What follows belongs to an exercise in optimizing a design on an open flow for a short achievable clock period and few clock cycles; a production flow would make more cautious choices. Only simulation tests tie the RTL to the original design; equivalence was not proved.

==> flow/design.v (outline; a module is shown in full before it is edited, if it fits) <==
// module mul32lo_p: 1999 lines
// module mul16x16: 683 lines
// module Interface: 215 lines
module Interface(
clk,rst,imem_addr,imem_rdata,dmem_addr,dmem_wdata,dmem_we,dmem_rdata,halted,epc
);
  // ...
==> flow/flow/run.sh <==
#!/bin/bash
# The standard layout, with the timing repairs aimed at a much shorter
# period than the 28 ns constraint (which the design meets many times over):
# a setup margin of MARGIN ns makes repair_timing work until every path has
# that much slack. The constraints themselves are unchanged.
set -euo pipefail
MARGIN=21.5
bash standard.sh SETUP_SLACK_MARGIN=$MARGIN finish > standard_flow.log 2>&1
==> flow/standard.sh <==
#!/bin/bash
# synth_recipe.tcl (not shown) runs the flow's synth.tcl, then flattens the netlist and writes it again
# the make line also repeats each setting of config.mk as NAME=value (left out here)
make -C /OpenROAD-flow-scripts/flow DESIGN_CONFIG=/design/flow/config.mk WORK_HOME=/design/flow/orfs CLKGATE_MAP_FILE= SYNTH_SCRIPT=/design/flow/synth_recipe.tcl "${@:-finish}"
==> flow/config.mk <==
export PLATFORM = sky130hd
export DESIGN_NAME = Interface
export DESIGN_NICKNAME = Interface
export VERILOG_FILES = /design/flow/design.v
export SDC_FILE = /design/flow/constraint.sdc
export NUM_CORES = 4
export LEC_CHECK = 0
export CAP_MARGIN = 20
export CORE_MARGIN = 2
export CORE_UTILIZATION = 40
export SETUP_SLACK_MARGIN = 5
export SLEW_MARGIN = 20
==> flow/constraint.sdc <==
create_clock -name core_clock -period 28.0 [get_ports {clk}]
set_input_delay 5.6000 -clock core_clock [delete_from_list [all_inputs] [get_ports {clk}]]
set_output_delay 5.6000 -clock core_clock [all_outputs]
set_load 0.01 [all_outputs]
==> flow_summary.json, run 1 <==
{
  "grtUsageMet1": 0.4224,
  "routed-wl-met2_mm": 215.8,
  "inv_count": 1711,
  "grt_overflow": 0,
  "finalSetupViolations": 0,
  "cp.required_ns": 22.40,
  "clk_latency_ns": 0.93,
  "cts.clk_slew.worst_paths_ns": 0.07,
  "synthSimpleGateAreaFrac": 0.1316,
  "holdPathStages": 0,
  "row_count": 202,
  "ys_ff_latch": 1683,
  "status": "no timing/DRC/antenna violations",
  "hold_path_class": "reg -> reg",
  "cp.arrival_ns": 1.47,
  "synthMuxAreaShare": 0.02588,
  "slowest_stage": "dfrtp_2",
  "core_mm2": 0.3023,
  "design.seq.count": 1683,
  "multi_input_area_share": 0.4871,
  "synth_flop_cell": "edfxtp_1",
  "grt_setup_unrepaired": "true",
  "crit_fanout": 2,
  "synthDominantCellAreaShare": 0.2614,
  "fp.dieH_um": 554.7,
  "clock_area_frac": 0.04478,
  "routedWlPerCell_um": 32.33,
  "place_congestion": 1.028,
  "clock.fmax_mhz": 141.4,
  "met2_usage": 0.4752,
  "holdPathEnd": "epc_q[0]",
  "clock_sinks": 1683,
  "fp.dieArea_mm2": 0.3077,
  "antenna_found_initial": 38,
  "synth_cell_types": 109
}
Testbench counts, summed over its fixed seeds: cycles 28,740.
==> module Interface, before the edit <==
module Interface(
clk,rst,imem_addr,imem_rdata,dmem_addr,dmem_wdata,dmem_we,dmem_rdata,halted,epc
);
	input		clk, rst;
	input  [31:0]	imem_rdata, dmem_rdata;
	output [31:0]	imem_addr, dmem_wdata, epc;
	output [4:0]	dmem_addr;
	output		dmem_we, halted;
	reg [31:0]	pc_f;		 
	reg [31:0]	ir;		 
	reg [31:0]	rs_oh, rt_oh;	 
	reg [31:0]	pc_d;		 
	reg		v_d;		 
	reg		halt_q;
	reg [31:0]	epc_q;
	reg		w_alu, w_ld, w_mul;	 
	reg [4:0]	w_rd;
	reg [31:0]	w_oh;		 
	reg [31:0]	w_res;
	reg		m_we;		 
	reg [4:0]	m_addr;
	reg [31:0]	m_wdata;
	reg [1:0]	x_st;		 
	reg [31:0]	x_a, x_b;	 
	reg [31:0]	x_ll, x_lh, x_hl, x_hh;
	assign imem_addr  = pc_f;
	assign dmem_addr  = m_addr;
	assign dmem_wdata = m_wdata;
	assign dmem_we    = m_we;
	assign halted     = halt_q;
	assign epc        = epc_q;
	wire [31:0]	rf [0:31];
	wire [31:0]	mul_lo;
	wire [31:0]	wd = w_ld ? dmem_rdata : w_mul ? mul_lo : w_res;
	genvar g;
	generate
		for (g = 0; g < 32; g = g + 1) begin: regs
			reg [31:0] q;
			assign rf[g] = q;
			if (g >= 16 && g <= 21) begin: with_reset
				always @(posedge clk or negedge rst)
					if (!rst)
						q <= g - 16;
					else if (w_oh[g])
						q <= wd;
			end else begin: no_reset
				always @(posedge clk)
					if (w_oh[g])
						q <= wd;
			end
		end
	endgenerate
	reg [31:0]	a_rf, b_rf;
	integer i;
	always @(*) begin
		a_rf = 32'd0;
		b_rf = 32'd0;
		for (i = 0; i < 32; i = i + 1) begin
			a_rf = a_rf | (rf[i] & {32{rs_oh[i]}});
			b_rf = b_rf | (rf[i] & {32{rt_oh[i]}});
		end
	end
	wire [5:0]	op = ir[31:26];
	wire [5:0]	fn = ir[5:0];
	wire [4:0]	rs = ir[25:21];
	wire [4:0]	rt = ir[20:16];
	wire [4:0]	rd = ir[15:11];
	wire [31:0]	simm = {{16{ir[15]}}, ir[15:0]};
	wire is_r    = op == 6'b000000;
	wire is_lw   = op == 6'b100011;
	wire is_sw   = op == 6'b101011;
	wire is_addi = op == 6'b001000;
	wire is_beq  = op == 6'b000100;
	wire is_j    = op == 6'b000010;
	wire is_oth  = !(is_r | is_lw | is_sw | is_addi | is_beq | is_j);
	wire f_sub = is_r & (fn == 6'b100010);
	wire f_and = is_r & (fn == 6'b100100);
	wire f_or  = is_r & (fn == 6'b100101);
	wire f_slt = is_r & (fn == 6'b101010);
	wire f_div = is_r & (fn == 6'b011010);
	wire f_mul = is_r & (fn == 6'b010010);
	wire f_add = is_r & !(f_sub | f_and | f_or | f_slt | f_div | f_mul);
	wire use_rs = !is_j;
	wire use_rt = is_r | is_beq | is_sw | is_oth;
	wire		byp_a = w_alu & (w_rd == rs);
	wire		byp_b = w_alu & (w_rd == rt);
	wire [31:0]	a = byp_a ? w_res : a_rf;
	wire [31:0]	b = byp_b ? w_res : b_rf;
	wire [31:0]	y   = (is_lw | is_sw | is_addi) ? simm : b;
	wire [31:0]	sum = a + y;
	wire		ovf_add = (a[31] == y[31]) & (sum[31] != a[31]);
	wire [31:0]	dif = a + ~b + 32'd1;
	wire		bc31 = (b[30:0] == 31'd0) ? b[31] : ~b[31];
	wire		ovf_sub = (a[31] == bc31) & (dif[31] != a[31]);
	wire		ltu = a < b;
	wire		eq  = a == b;
	wire [31:0]	an = a ^ {32{a[31]}};
	wire [31:0]	bn = b ^ {32{b[31]}};
	wire [31:0]	ta, tb;		 
	genvar k;
	generate
		for (k = 0; k < 32; k = k + 1) begin: smear
			assign ta[k] = |an[31:k];
			assign tb[k] = |bn[31:k];
		end
	endgenerate
	wire [30:0]	t32, t33;
	generate
		for (k = 0; k < 31; k = k + 1) begin: pairs
			assign t32[k] = ta[k] & tb[30-k];
			assign t33[k] = ta[k] & tb[31-k];
		end
	endgenerate
	wire		ge32 = |t32;
	wire		ge33 = |t33;
	wire		mul_sure = !ge32 | (!ge33 & !(a[31] & b[31]));
	wire [33:0]	x_mid = {2'b00, x_lh} + {2'b00, x_hl} + {18'd0, x_ll[31:16]};
	wire		x_ovf = (x_hh != 32'd0) | (x_mid[33:16] != 18'd0);
	wire		haz = (w_ld | w_mul) & ((use_rs & (w_rd == rs)) | (use_rt & (w_rd == rt)));
	wire		stall = v_d & haz;
	wire		replay = v_d & !haz & f_mul & !mul_sure & (x_st != 2'd2);
	wire		fault =
		((f_add | is_addi | is_lw | is_sw | is_oth) & ovf_add) |
		((is_lw | is_sw | is_oth) & (sum[1:0] != 2'b00)) |
		((f_sub | is_beq) & ovf_sub) |
		(f_div & (b == 32'd0)) |
		(f_mul & !mul_sure & x_ovf);
	wire		go = v_d & !stall & !replay;	 
	wire		commit = go & !fault;
	wire		flt = go & fault;
	wire [31:0]	res =
		f_sub ? dif :
		f_and ? (a & b) :
		f_or  ? (a | b) :
		(f_slt | f_div) ? {31'd0, ltu} :
		sum;
	wire		wr_alu = (is_r & !f_mul) | is_addi;
	wire		wr_any = wr_alu | is_lw | f_mul;
	wire [4:0]	dst = is_r ? rd : rt;
	mul32lo_p mul(.clk(clk), .a(a), .b(b), .p(mul_lo));
	always @(posedge clk or negedge rst)
		if (!rst) begin
			w_alu <= 1'b0;
			w_ld  <= 1'b0;
			w_mul <= 1'b0;
			w_oh  <= 32'd0;
			m_we  <= 1'b0;
		end else begin
			w_alu <= commit & wr_alu;
			w_ld  <= commit & is_lw;
			w_mul <= commit & f_mul;
			w_oh  <= (commit & wr_any) ? (32'd1 << dst) : 32'd0;
			m_we  <= commit & is_sw;
		end
	always @(posedge clk) begin
		w_rd    <= dst;
		w_res   <= res;
		m_addr  <= sum[6:2];
		m_wdata <= b;
	end
	always @(posedge clk or negedge rst)
		if (!rst)
			x_st <= 2'd0;
		else if (replay | x_st == 2'd1)
			x_st <= x_st + 2'd1;
		else if (go)
			x_st <= 2'd0;
	always @(posedge clk) begin
		if (x_st == 2'd0) begin
			x_a <= a[31] ? -a : a;
			x_b <= b[31] ? -b : b;
		end
		x_ll <= p_ll;
		x_lh <= p_lh;
		x_hl <= p_hl;
		x_hh <= p_hh;
	end
	wire [31:0]	p_ll, p_lh, p_hl, p_hh;
	mul16x16 m_ll(.a(x_a[15:0]),  .b(x_b[15:0]),  .p(p_ll));
	mul16x16 m_lh(.a(x_a[15:0]),  .b(x_b[31:16]), .p(p_lh));
	mul16x16 m_hl(.a(x_a[31:16]), .b(x_b[15:0]),  .p(p_hl));
	mul16x16 m_hh(.a(x_a[31:16]), .b(x_b[31:16]), .p(p_hh));
	wire [31:0]	pc4_f = pc_f + 32'd4;
	wire		fj = imem_rdata[31:26] == 6'b000010;
	wire [31:0]	fj_tgt = {pc4_f[31:28], imem_rdata[25:0], 2'b00};
	wire [31:0]	br_tgt = pc_d + 32'd4 + {simm[29:0], 2'b00};
	wire		redirect = go & is_beq & eq;
	always @(posedge clk or negedge rst)
		if (!rst) begin
			pc_f   <= 32'd0;
			v_d    <= 1'b0;
			halt_q <= 1'b0;
		end else begin
			if (flt)
				halt_q <= 1'b1;
			if (redirect)
				pc_f <= br_tgt;
			else if (replay)
				pc_f <= pc_d;
			else if (!stall)
				pc_f <= fj ? fj_tgt : pc4_f;
			if (!stall)
				v_d <= !halt_q & !flt & !redirect & !replay;
		end
	always @(posedge clk) begin
		if (!stall) begin
			ir    <= imem_rdata;
			rs_oh <= 32'd1 << imem_rdata[25:21];
			rt_oh <= 32'd1 << imem_rdata[20:16];
			pc_d  <= pc_f;
		end
		if (!halt_q)
			epc_q <= pc_d;
	end
endmodule
==> inputs of run 2 (changes only) <==
--- a/flow/design.v
+++ b/flow/design.v
@@ -2698,6 +2698,7 @@
 	reg		w_alu, w_ld, w_mul;	 
 	reg [4:0]	w_rd;
 	reg [31:0]	w_oh;		 
+	reg		w_kill;		 
 	reg [31:0]	w_res;
 	reg		m_we;		 
 	reg [4:0]	m_addr;
@@ -2723,11 +2724,11 @@
 				always @(posedge clk or negedge rst)
 					if (!rst)
 						q <= g - 16;
-					else if (w_oh[g])
+					else if (w_oh[g] & !w_kill)
 						q <= wd;
 			end else begin: no_reset
 				always @(posedge clk)
-					if (w_oh[g])
+					if (w_oh[g] & !w_kill)
 						q <= wd;
 			end
 		end
@@ -2776,26 +2777,23 @@
 	wire		ovf_sub = (a[31] == bc31) & (dif[31] != a[31]);
 	wire		ltu = a < b;
 	wire		eq  = a == b;
-	wire [31:0]	an = a ^ {32{a[31]}};
-	wire [31:0]	bn = b ^ {32{b[31]}};
+	wire [31:0]	am = a[31] ? -a : a;
+	wire [31:0]	bm = b[31] ? -b : b;
 	wire [31:0]	ta, tb;		 
 	genvar k;
 	generate
 		for (k = 0; k < 32; k = k + 1) begin: smear
-			assign ta[k] = |an[31:k];
-			assign tb[k] = |bn[31:k];
+			assign ta[k] = |am[31:k];
+			assign tb[k] = |bm[31:k];
 		end
 	endgenerate
-	wire [30:0]	t32, t33;
+	wire [31:0]	t33;
 	generate
-		for (k = 0; k < 31; k = k + 1) begin: pairs
-			assign t32[k] = ta[k] & tb[30-k];
+		for (k = 0; k < 32; k = k + 1) begin: pairs
 			assign t33[k] = ta[k] & tb[31-k];
 		end
 	endgenerate
-	wire		ge32 = |t32;
-	wire		ge33 = |t33;
-	wire		mul_sure = !ge32 | (!ge33 & !(a[31] & b[31]));
+	wire		mul_sure = !(|t33);
 	wire [33:0]	x_mid = {2'b00, x_lh} + {2'b00, x_hl} + {18'd0, x_ll[31:16]};
 	wire		x_ovf = (x_hh != 32'd0) | (x_mid[33:16] != 18'd0);
 	wire		haz = (w_ld | w_mul) & ((use_rs & (w_rd == rs)) | (use_rt & (w_rd == rt)));
@@ -2828,13 +2826,14 @@
 			w_oh  <= 32'd0;
 			m_we  <= 1'b0;
 		end else begin
-			w_alu <= commit & wr_alu;
-			w_ld  <= commit & is_lw;
-			w_mul <= commit & f_mul;
-			w_oh  <= (commit & wr_any) ? (32'd1 << dst) : 32'd0;
+			w_alu <= go & wr_alu;
+			w_ld  <= go & is_lw;
+			w_mul <= go & f_mul;
+			w_oh  <= (go & wr_any) ? (32'd1 << dst) : 32'd0;
 			m_we  <= commit & is_sw;
 		end
 	always @(posedge clk) begin
+		w_kill  <= fault;
 		w_rd    <= dst;
 		w_res   <= res;
 		m_addr  <= sum[6:2];
@@ -2849,8 +2848,8 @@
 			x_st <= 2'd0;
 	always @(posedge clk) begin
 		if (x_st == 2'd0) begin
-			x_a <= a[31] ? -a : a;
-			x_b <= b[31] ? -b : b;
+			x_a <= am;
+			x_b <= bm;
 		end
 		x_ll <= p_ll;
 		x_lh <= p_lh;
@@ -2862,11 +2861,14 @@
 	mul16x16 m_lh(.a(x_a[15:0]),  .b(x_b[31:16]), .p(p_lh));
 	mul16x16 m_hl(.a(x_a[31:16]), .b(x_b[15:0]),  .p(p_hl));
 	mul16x16 m_hh(.a(x_a[31:16]), .b(x_b[31:16]), .p(p_hh));
-	wire [31:0]	pc4_f = pc_f + 32'd4;
-	wire		fj = imem_rdata[31:26] == 6'b000010;
-	wire [31:0]	fj_tgt = {pc4_f[31:28], imem_rdata[25:0], 2'b00};
+	wire [31:0]	pc4_f;
+	wire [24:0]	hi, hi_p1, hi_m1;
+	pc_plus pcp(.pc(pc_f), .pc4(pc4_f), .hi(hi), .hi_p1(hi_p1), .hi_m1(hi_m1));
+	wire [31:0]	f_next;
+	fetch_next fnx(.ins(imem_rdata), .pc4(pc4_f), .hi(hi), .hi_p1(hi_p1), .hi_m1(hi_m1), .next(f_next));
 	wire [31:0]	br_tgt = pc_d + 32'd4 + {simm[29:0], 2'b00};
-	wire		redirect = go & is_beq & eq;
+	wire		d_short = (ir[15:4] == 12'd0) | (ir[15:4] == 12'hfff);
+	wire		redirect = go & is_beq & eq & !((rs == rt) & d_short);
 	always @(posedge clk or negedge rst)
 		if (!rst) begin
 			pc_f   <= 32'd0;
@@ -2880,7 +2882,7 @@
 			else if (replay)
 				pc_f <= pc_d;
 			else if (!stall)
-				pc_f <= fj ? fj_tgt : pc4_f;
+				pc_f <= f_next;
 			if (!stall)
 				v_d <= !halt_q & !flt & !redirect & !replay;
 		end
@@ -2895,3 +2897,26 @@
 			epc_q <= pc_d;
 	end
 endmodule
+module pc_plus(pc, pc4, hi, hi_p1, hi_m1);
+	input  [31:0]	pc;
+	output [31:0]	pc4;
+	output [24:0]	hi, hi_p1, hi_m1;
+	assign pc4   = pc + 32'd4;
+	assign hi    = pc4[31:7];
+	assign hi_p1 = hi + 25'd1;
+	assign hi_m1 = hi - 25'd1;
+endmodule
+module fetch_next(ins, pc4, hi, hi_p1, hi_m1, next);
+	input  [31:0]	ins, pc4;
+	input  [24:0]	hi, hi_p1, hi_m1;
+	output [31:0]	next;
+	wire		fj = ins[31:26] == 6'b000010;
+	wire		f_short = (ins[15:4] == 12'd0) | (ins[15:4] == 12'hfff);
+	wire		fb = (ins[31:26] == 6'b000100) & (ins[25:21] == ins[20:16]) & f_short;
+	wire [5:0]	lo = {1'b0, pc4[6:2]} + {1'b0, ins[4:0]};
+	wire [31:0]	fj_tgt = {pc4[31:28], ins[25:0], 2'b00};
+	wire [31:0]	fb_c0 = {ins[4] ? hi_m1 : hi, lo[4:0], 2'b00};
+	wire [31:0]	fb_c1 = {ins[4] ? hi : hi_p1, lo[4:0], 2'b00};
+	wire [31:0]	fb_tgt = lo[5] ? fb_c1 : fb_c0;
+	assign next = fj ? fj_tgt : fb ? fb_tgt : pc4;
+endmodule
==> flow/flow/run.sh (replaced) <==
#!/bin/bash
# The standard layout, with the timing repairs aimed at a much shorter
# period than the 28 ns constraint (which the design meets many times over):
# a setup margin of MARGIN ns makes repair_timing work until every path has
# that much slack. Resizing may change a cell's footprint, and the port
# buffers are buf_6 cells. The constraints themselves are unchanged.
set -euo pipefail
MARGIN=21.5
bash standard.sh SETUP_SLACK_MARGIN=$MARGIN MATCH_CELL_FOOTPRINT=0 \
	"BUFFER_PORTS_ARGS=-buffer_cell sky130_fd_sc_hd__buf_6" \
	finish > standard_flow.log 2>&1
--- a/flow/config.mk
+++ b/flow/config.mk
@@ -10,3 +10,4 @@
 export CORE_UTILIZATION = 40
 export SETUP_SLACK_MARGIN = 5
 export SLEW_MARGIN = 20
+export SYNTH_HIERARCHICAL = 1
==> flow_summary.json, run 2 <==
{
  "met2_usage": 0.4470,
  "clock.fmax_mhz": 140.1,
  "antenna_found_initial": 39,
  "avgSynthCellArea_um2": 10.27,
  "whs_ns": 0.4523,
  "multi_input_area_mm2": 0.07349,
  "tritoncts": "built",
  "yosysWarnings": 8,
  "vias": 105200,
  "critPathKind": "reg -> out",
  "grt_pass1_vias": 102000,
  "cts_hold_buf": 0,
  "synth_area_mm2": 0.1254,
  "hold_path_class": "reg -> reg",
  "final_hold_viol_count": 0,
  "die_x_um": 564.0,
  "design_area_mm2": 0.1445,
  "grtUsageMet1": 0.4235,
  "status": "no timing/DRC/antenna violations",
  "synthCells": 12220,
  "regArea_mm2": 0.04577,
  "crit_fanout": 1,
  "io_buffers": 168,
  "fin_crit_sh": 0.2549,
  "fp.dieH_um": 564.0,
  "place_area_mm2": 0.1323,
  "critical_path.max_stage_delay_ns": 0.51,
  "synth_fp_nets": 13970,
  "grt_overflow": 0,
  "busiest_layer": "met2",
  "grt_first_pass_wirelength_mm": 733.0,
  "cts_root_buffer": "clkbuf_16",
  "wirelength_mm": 520.9,
  "grt_max_degree": 100,
  "htreeDepth": 4,
  "worstPathCellList": "buf_6",
  "relSlewSlack": 0.06133,
  "final-max-slew-violation-count": 0,
  "drtAntennaViolNets": 0,
  "cp-start-kind": "flip-flop",
  "final_common_cell": "inv_1",
  "skew_ns": 0.1703,
  "place_hpwl_mm": 314.4,
  "nNetsFinal": 14210,
  "drive_gt1_frac": 0.1240,
  "finalCriticalPeriod_ns": 7.136,
  "maxCapViolCount": 0,
  "row_count": 205,
  "fp.dieArea_mm2": 0.3181,
  "cts.path.max_buffers": 4,
  "end_kind": "primary output",
  "grt_setup_unrepaired": "true",
  "firstDrtPassIters": 14,
  "fillers": 29080,
  "routedWlPerCell_um": 31.07,
  "finalSetupViolations": 0,
  "use_met3": 0.1132,
  "viasPerCell": 6.274,
  "place_congestion": 0.9561,
  "cts.clk_slew.worst_paths_ns": 0.06,
  "io_pins": 169,
  "largest-register": "regs.q",
  "area_growth_pct": 15.22,
  "clock_sinks": 1684,
  "remaining_drc_errors": 0,
  "core_mm2": 0.3119,
  "path_buf_inv": 1,
  "critical-path-top-delay-family": "flip-flops",
  "slowest_stage": "edfxtp_1",
  "cts_buffers": 187,
  "drt_iter0_markers": 17640,
  "worst_pin_slew_ns": 1.406,
  "tns_ns": 0,
  "clk_latency_ns": 0.95,
  "largest_reg_flops": 1024,
  "final_util": 0.4633,
  "layout_common_cells": "inv_1, fa_1, nand2_1, edfxtp_1, and2_1",
  "cp.required_ns": 22.40,
  "cp.arrival_ns": 1.54,
  "initial_core_util": 0.4021,
  "grtUsageTotal": 0.3186
}
## run 2: path summary, 6_finish.rpt
kind | startpoint | endpoint | slack [ns] | cells after the start
min reg2reg | pc_d[1] | epc_q[1] | 0.45 | 0
max in group asynchronous | rst | regs[18].q[25] | 21.69 | 3
min in group asynchronous | rst | w_ld | 4.68 | 1
max | epc_q[7] | epc[7] | 20.86 | 1
min | pc_d[1] | epc_q[1] | 0.45 | 0
max reg2reg | rt_oh[27] | pc_f[4] | 21.21 | 21
## run 2: area by class of cell
cell class | count | share of cell area
Timing Repair Buffer | 684 | 0.05029
Multi-Input combinational cell | 8246 | 0.5086
Clock inverter | 111 | 0.008615
Inverter | 1629 | 0.04354
Tap cell | 4140 | 0.03585
Antenna cell | 25 | 0.0004329
Sequential cell | 1684 | 0.3168
Timing Repair inverter | 19 | 0.0008572
Clock buffer | 229 | 0.03510
## run 2: layer usage
metal,wire (µm),vias to the layer above,share of wire
met4,39630,20,0.076
li1,-,42500,-
met2,207900,8406,0.40
met1,197000,52010,0.38
met3,76080,2259,0.15
met5,303,-,0.00058
## run 2: timing repair
action | CTS | global route
gates resized for setup | 452 | 313
pin swaps | 70 | 123
setup buffers | 146 | 74
gates cloned | 30 | 25
endpoints found under the setup margin | 364 | 567
endpoints found under the hold margin | 0 | 0
## run 2: through the flow
step | worst slack (ns) | std cells
2_1_floorplan | 20.57 | 12220
3_3_place_gp | 19.39 | 16130
3_5_place_dp | 19.29 | 16130
4_1_cts | 20.84 | 16640
5_1_grt | 20.86 | 16750
6_report | 20.86 | 16770
Testbench counts of run 2, summed over its fixed seeds: cycles 27,839.
==> inputs of run 3 (changes only) <==
--- a/flow/design.v
+++ b/flow/design.v
@@ -2893,9 +2893,12 @@
 			rt_oh <= 32'd1 << imem_rdata[20:16];
 			pc_d  <= pc_f;
 		end
-		if (!halt_q)
-			epc_q <= pc_d;
 	end
+	always @(posedge clk or negedge rst)
+		if (!rst)
+			epc_q <= 32'd0;
+		else if (!halt_q)
+			epc_q <= pc_d;
 endmodule
 module pc_plus(pc, pc4, hi, hi_p1, hi_m1);
 	input  [31:0]	pc;
==> flow_summary.json, run 3 <==
{
  "area_growth_pct": 15.30,
  "synth_fp_nets": 13970,
  "synthCells": 12210,
  "finalSetupViolations": 0,
  "routedWlPerCell_um": 30.86,
  "min_from": "pc_d[1]",
  "fin_crit_sh": 0.2552,
  "cts_buffers": 185,
  "r2r_start": "rt_oh[4]",
  "final_common_cell": "inv_1",
  "place_inst": 16140,
  "io_pins": 169,
  "fp.dieArea_mm2": 0.3196,
  "initial_core_util": 0.4012,
  "end_kind": "primary output",
  "grt_max_degree": 135,
  "clock_sinks": 1684,
  "remaining_drc_errors": 0,
  "synth_area_mm2": 0.1260,
  "finalCriticalPeriod_ns": 7.144,
  "grt_first_pass_wirelength_mm": 722.5,
  "grt_overflow": 0,
  "wirelength_mm": 520.2,
  "largest-register": "regs.q",
  "crit_fanout": 2,
  "fp.dieH_um": 565.3,
  "nNetsFinal": 14280,
  "largest_reg_flops": 1024,
  "clock.fmax_mhz": 140.0,
  "cp-start-kind": "flip-flop",
  "cp.required_ns": 22.40,
  "holdPathStages": 1,
  "final_hold_viol_count": 0,
  "final_cells": 16860,
  "rr_endpoint": "pc_f[19]",
  "layout_common_cells": "inv_1, fa_1, nand2_1, edfxtp_1, and2_1",
  "skew_ns": 0.1171,
  "ff2ff_path_depth": 25,
  "grtUsageTotal": 0.3118,
  "drive_gt1_frac": 0.1321,
  "avgSynthCellArea_um2": 10.32,
  "cts_root_buffer": "clkbuf_16",
  "tns_ns": 0,
  "core_mm2": 0.3142,
  "maxCapViolCount": 0,
  "cp.arrival_ns": 1.54,
  "place_congestion": 0.9334,
  "row_count": 206,
  "viasPerCell": 6.257,
  "holdPathEnd": "epc_q[1]",
  "worst_pin_slew_ns": 1.182,
  "regToRegSetupSlack_ns": 21.49,
  "fillers": 29060,
  "drtAntennaViolNets": 0,
  "htreeDepth": 4,
  "clk_latency_ns": 0.94,
  "status": "no timing/DRC/antenna violations",
  "io_buffers": 168,
  "cts.clk_slew.worst_paths_ns": 0.06,
  "tritoncts": "built",
  "vias": 105500,
  "firstDrtPassIters": 11,
  "hold_path_class": "reg -> reg",
  "cts.path.max_buffers": 4,
  "antenna_found_initial": 28,
  "final-max-slew-violation-count": 0,
  "yosysWarnings": 8,
  "relSlewSlack": 0.2019,
  "drt_iter0_markers": 17180,
  "place_hpwl_mm": 304.5,
  "die_x_um": 565.3,
  "grt_pass1_vias": 102300,
  "critPathKind": "reg -> out",
  "grt_setup_unrepaired": "true"
}
[run 3: worst max-delay path by stage]
stage | from | to | slack [ns] | depth (start not counted)
2_1_floorplan | imem_rdata[3] | pc_f[18] | 20.58 | 9
3_3_place_gp | imem_rdata[4] | pc_f[16] | 19.35 | 10
3_5_place_dp | imem_rdata[4] | pc_f[14] | 19.27 | 10
4_1_cts | pc_f[8] | imem_addr[8] | 20.82 | 2
5_1_grt | pc_f[8] | imem_addr[8] | 20.83 | 2
6_report | pc_f[14] | imem_addr[14] | 20.86 | 2
[run 3: repair_timing]
| item | in CTS | in global routing |
|---|---|---|
| hold buffers | 0 | 0 |
| setup buffers | 116 | 177 |
| gates resized for setup | 395 | 426 |
| endpoints found under the setup margin | 237 | 478 |
| pin swaps | 76 | 142 |
| cloned | 24 | 38 |
[run 3: stage by stage]
stage,cell area (µm²),worst slack [ns],utilization,hold slack (ns)
4_1_cts,141500,20.82,0.4503,0.4596
5_1_grt,145300,20.83,0.4623,0.4647
6_report,145300,20.86,0.4625,0.4646
2_1_floorplan,126200,20.58,-,0.4673
3_3_place_gp,132500,19.35,0.4217,0.4817
3_5_place_dp,132500,19.27,0.4217,0.4866
[run 3: per-layer routing]
metal | vias to the layer above | part of all wire | GRT usage
met2 | 8495 | 0.40 | 0.4480
li1 | 42590 | - | -
met5 | - | 0.00078 | 0.002381
met3 | 2259 | 0.15 | 0.09720
met1 | 52110 | 0.37 | 0.4121
met4 | 12 | 0.078 | 0.1836
[run 3: layout make-up]
cell class | count | area [µm²] | share of cell area
Tap cell | 4160 | 5205 | 0.03582
Clock inverter | 95 | 1001 | 0.006888
Sequential cell | 1684 | 45620 | 0.3139
Antenna cell | 25 | 62.56 | 0.0004305
Clock buffer | 241 | 5155 | 0.03547
Timing Repair inverter | 6 | 42.54 | 0.0002927
Multi-Input combinational cell | 8239 | 73370 | 0.5049
Timing Repair Buffer | 783 | 8616 | 0.05929
Inverter | 1623 | 6252 | 0.04302
[run 3: worst max-delay path, cell delays in order (launching register included)]
cell and delay [ns]:
dfrtp_1 0.40, buf_8 0.14, buf_6 0.11
Testbench counts of run 3, summed over its fixed seeds: cycles 27,839.
==> inputs of run 4 (changes only) <==
--- a/flow/config.mk
+++ b/flow/config.mk
@@ -7,7 +7,8 @@
 export LEC_CHECK = 0
 export CAP_MARGIN = 20
 export CORE_MARGIN = 2
-export CORE_UTILIZATION = 40
+export CORE_UTILIZATION = 45
+export PLACE_DENSITY = 0.6
 export SETUP_SLACK_MARGIN = 5
 export SLEW_MARGIN = 20
 export SYNTH_HIERARCHICAL = 1
==> flow_summary.json, run 4 <==
{
  "status": "no timing/DRC/antenna violations",
  "fp.dieH_um": 533.2,
  "cts_root_buffer": "clkbuf_16",
  "critPathKind": "reg -> out",
  "remaining_drc_errors": 0,
  "nNetsFinal": 14380,
  "final_hold_viol_count": 0,
  "yosysWarnings": 8,
  "cp.arrival_ns": 1.50,
  "end_kind": "primary output",
  "core_mm2": 0.2789,
  "ff2ff_path_depth": 22,
  "worstPathCellList": "buf_6",
  "io_pins": 169,
  "drive_gt1_frac": 0.1465,
  "cts_hold_buf": 0,
  "setup_slack_ns": 20.90,
  "crit_path_end": "imem_addr[24]",
  "critical_path.max_stage_delay_ns": 0.48,
  "avgSynthCellArea_um2": 10.32,
  "routedWlPerCell_um": 34.15,
  "cts.path.max_buffers": 4,
  "finalSetupViolations": 0,
  "place_congestion": 1.002,
  "htreeDepth": 4,
  "fin_crit_sh": 0.2534,
  "tns_ns": 0,
  "io_buffers": 168,
  "finalCriticalPeriod_ns": 7.096,
  "viasPerCell": 6.508,
  "drt_iter0_markers": 18670,
  "final-max-slew-violation-count": 0,
  "clock.fmax_mhz": 140.9,
  "final_cells": 16530,
  "grt_max_degree": 82,
  "clk_latency_ns": 0.95,
  "whs_ns": 0.5064,
  "regToRegSetupSlack_ns": 21.35,
  "post-place-ws_ns": 18.60,
  "wirelength_mm": 564.3,
  "antenna_found_initial": 40,
  "row_count": 194,
  "setup.worst_path.start": "pc_f[24]",
  "critical-path-top-delay-family": "flip-flops",
  "final_common_cell": "inv_1",
  "place_inst": 15750,
  "worst_pin_slew_ns": 1.377,
  "synth_fp_nets": 13970,
  "tritoncts": "built",
  "vias": 107600,
  "skew_ns": 0.1388,
  "grt_overflow": 0,
  "largest_reg_flops": 1024,
  "cp.depth": 1,
  "clock_sinks": 1684,
  "hold_path_class": "reg -> reg",
  "area_growth_pct": 16.59,
  "die_x_um": 533.2,
  "grt_pass1_vias": 106100,
  "drtAntennaViolNets": 0,
  "holdPathStages": 2,
  "grtUsageTotal": 0.3836,
  "relSlewSlack": 0.07989,
  "rr_endpoint": "pc_f[17]",
  "synthCells": 12210,
  "fillers": 24410,
  "layout_common_cells": "inv_1, fa_1, nand2_1, edfxtp_1, and2_1",
  "cp-start-kind": "flip-flop",
  "cts.clk_slew.worst_paths_ns": 0.06,
  "synth_area_mm2": 0.1260,
  "grt_setup_unrepaired": "true",
  "path_buf_inv": 1,
  "cp.required_ns": 22.40,
  "grt_first_pass_wirelength_mm": 782.5,
  "r2r_start": "rs_oh[27]",
  "maxCapViolCount": 0,
  "largest-register": "regs.q",
  "slowest_stage": "dfrtp_2",
  "fp.dieArea_mm2": 0.2843,
  "cts_buffers": 195,
  "crit_fanout": 2,
  "firstDrtPassIters": 14,
  "place_hpwl_mm": 352.5,
  "initial_core_util": 0.4519
}
-- run 4: repair_timing --
item	in CTS	in global routing
endpoints found under the setup margin	571	621
gates resized for setup	554	421
gates cloned	31	35
pin swaps	119	118
buffers inserted	176	156
-- run 4: per-stage QoR --
| stage | instance area, µm² | util |
|---|---|---|
| global route | 146900 | 0.5267 |
| finish | 147000 | 0.5269 |
| detailed placement | 132400 | 0.4746 |
| CTS | 143200 | 0.5135 |
| global placement | 132300 | 0.4744 |
| floorplan | 126200 | - |
-- run 4: layout make-up --
class	count	area, µm²	share of cell area
Multi-Input combinational cell	8239	73790	0.5021
Sequential cell	1684	45600	0.3103
Timing Repair Buffer	862	9699	0.06600
Inverter	1623	6315	0.04297
Clock buffer	254	5419	0.03688
Tap cell	3724	4659	0.03171
Clock inverter	101	1295	0.008812
Timing Repair inverter	19	123.9	0.0008429
Antenna cell	21	52.55	0.0003576
-- run 4: per-layer routing --
| layer | vias up | share of wire | track usage |
|---|---|---|---|
| li1 | 42860 | - | - |
| met1 | 53550 | 0.38 | 0.5119 |
| met2 | 8817 | 0.40 | 0.5356 |
| met3 | 2302 | 0.15 | 0.1437 |
| met4 | 32 | 0.071 | 0.2113 |
| met5 | - | 0.0012 | 0.002165 |
-- run 4: worst min path at each step --
stage | end | from | slack (ns)
floorplan | x_st[1] | x_st[1] | 0.47
global placement | regs[19].q[1] | regs[19].q[1] | 0.48
detailed placement | regs[17].q[0] | regs[17].q[0] | 0.50
CTS | regs[19].q[1] | regs[19].q[1] | 0.50
global route | regs[19].q[1] | regs[19].q[1] | 0.53
finish | regs[20].q[2] | regs[20].q[2] | 0.51
==> inputs of run 5 (changes only) <==
--- a/flow/config.mk
+++ b/flow/config.mk
@@ -7,8 +7,8 @@
 export LEC_CHECK = 0
 export CAP_MARGIN = 20
 export CORE_MARGIN = 2
-export CORE_UTILIZATION = 45
-export PLACE_DENSITY = 0.6
+export CORE_UTILIZATION = 50
+export PLACE_DENSITY = 0.64
 export SETUP_SLACK_MARGIN = 5
 export SLEW_MARGIN = 20
 export SYNTH_HIERARCHICAL = 1
==> flow_summary.json, run 5 <==
{
  "drive_gt1_frac": 0.1200,
  "die_x_um": 506.1,
  "remaining_drc_errors": 0,
  "final_hold_viol_count": 0,
  "cp.arrival_ns": 1.53,
  "whs_ns": 0.5199,
  "end_kind": "primary output",
  "maxCapViolCount": 0,
  "clock.fmax_mhz": 140.2,
  "htreeDepth": 4,
  "drtAntennaViolNets": 0,
  "vias": 106800,
  "final_cells": 15920,
  "yosysWarnings": 8,
  "layout_common_cells": "inv_1, fa_1, nand2_1, edfxtp_1, a22oi_1",
  "multi_input_area_mm2": 0.07312,
  "largest_reg_flops": 1024,
  "grt_max_degree": 127,
  "tritoncts": "built",
  "fp.dieH_um": 506.1,
  "cts.path.max_buffers": 3,
  "area_growth_pct": 12.96,
  "final_util": 0.5674,
  "regArea_mm2": 0.04560,
  "setup_slack_ns": 20.87,
  "drt_iter0_markers": 17290,
  "initial_core_util": 0.5023,
  "grt_overflow": 0,
  "clk_latency_ns": 0.94,
  "fp.dieArea_mm2": 0.2561,
  "place_inst": 15330,
  "critPathKind": "reg -> out",
  "cp-start-kind": "flip-flop",
  "routedWlPerCell_um": 33.75,
  "antenna_found_initial": 23,
  "largest-register": "regs.q",
  "synth_fp_nets": 13970,
  "firstDrtPassIters": 12,
  "row_count": 184,
  "grt_first_pass_wirelength_mm": 758.9,
  "skew_ns": 0.1242,
  "synthCells": 12210,
  "hold_path_class": "reg -> reg",
  "post-place-ws_ns": 18.97,
  "synth_area_mm2": 0.1260,
  "wirelength_mm": 537.2,
  "crit_fanout": 2,
  "final_common_cell": "inv_1",
  "place_hpwl_mm": 337.9,
  "avgSynthCellArea_um2": 10.32,
  "relSlewSlack": 0.1790,
  "cts_root_buffer": "clkbuf_16",
  "clock_sinks": 1684,
  "final-max-slew-violation-count": 0,
  "io_buffers": 168,
  "viasPerCell": 6.711,
  "place_congestion": 1.051,
  "grt_pass1_vias": 106700,
  "io_pins": 169,
  "nNetsFinal": 14150,
  "finalCriticalPeriod_ns": 7.133,
  "cp.required_ns": 22.40,
  "fillers": 21460,
  "tns_ns": 0,
  "fin_crit_sh": 0.2547,
  "worst_pin_slew_ns": 1.220,
  "status": "no timing/DRC/antenna violations",
  "grtUsageTotal": 0.4108,
  "finalSetupViolations": 0,
  "cts_buffers": 183,
  "grt_setup_unrepaired": "true",
  "core_mm2": 0.2509,
  "cts.clk_slew.worst_paths_ns": 0.06
}
[run 5: layout make-up]
class	count	area share
multi-input cells	8238	0.5136
flip-flops and latches	1684	0.3203
repair buffers	658	0.04778
inverters	1623	0.04367
clock buffers	249	0.03519
well taps	3348	0.02942
clock inverters	97	0.009509
repair inverters	8	0.0003691
diodes	11	0.0001933
[run 5: worst max-delay path, cell delays in order, from the launching register on]
cell	delay (ns)
dfrtp_2	0.42
buf_12	0.14
buf_6	0.12
[run 5: timing repair]
action	4_1_cts	5_1_grt
setup buffers	137	53
hold buffers	0	0
cloned	24	12
gates resized for setup	340	252
setup endpoints to repair	313	452
pin swaps	70	93
[run 5: worst paths after layout]
| check | endpoint | cells after the start | from | slack [ns] |
|---|---|---|---|---|
| worst max-delay path | halted | 2 | halt_q | 20.87 |
| worst min-delay path | regs[19].q[0] | 2 | regs[19].q[0] | 0.52 |
| worst max register to register | pc_f[2] | 19 | rt_oh[3] | 21.24 |
| worst min register to register | regs[19].q[0] | 2 | regs[19].q[0] | 0.52 |
| max in group asynchronous | regs[19].q[25] | 3 | rst | 21.72 |
| min in group asynchronous | epc_q[28] | 1 | rst | 4.73 |
[run 5: routing by layer]
metal  routed length (µm)  GRT usage  share of wire  vias up
li1                     -          -              -    42330
met1               193200     0.5241           0.36    52870
met2               221200     0.5918           0.41     9060
met3                80450     0.1598           0.15     2534
met4                42170     0.2408          0.079       20
met5                  253   0.001111        0.00047        -
[run 5: per-stage QoR]
| step | instance area [µm²] |
|---|---|
| 2_1_floorplan | 126200 |
| 4_1_cts | 140700 |
| 3_3_place_gp | 131500 |
| 3_5_place_dp | 131500 |
| 5_1_grt | 142300 |
| 6_report | 142400 |

## re-timing with driven ports
How much do the figures lean on ideal ports? The routed layouts below were timed once more, with nothing changed but the port constraints. Step 1, drivers: a clkbuf_16 drives clk and a buf_2 each remaining input, both assumed. Step 2 times the ports against the registers' clock, not the clock port: input delays grow and output delays shrink by t, the midpoint of the rising clock arrivals with the driver on. Slacks: ideal ports / drivers / drivers and shift; pairs: ideal ports / drivers.
| run | t (ns) | setup WS [ns] | slew at the worst register clock pin (ns) |
|---|---|---|---|
| run 1 | 0.979 | 20.928 / 20.821 / 20.520 | 0.07 / 0.07 |
| run 2 | 0.972 | 20.864 / 20.759 / 19.973 | 0.08 / 0.08 |
| run 3 | 0.979 | 20.856 / 20.756 / 19.976 | 0.07 / 0.07 |
| run 4 | 0.985 | 20.904 / 20.793 / 20.000 | 0.08 / 0.08 |
| run 5 | 0.985 | 20.867 / 20.757 / 19.984 | 0.07 / 0.07 |
After both steps every run listed still meets setup and hold. For run 4, which loses most, drivers alone change the setup slack by -0.111 ns; drivers and shift together by -0.904 ns.
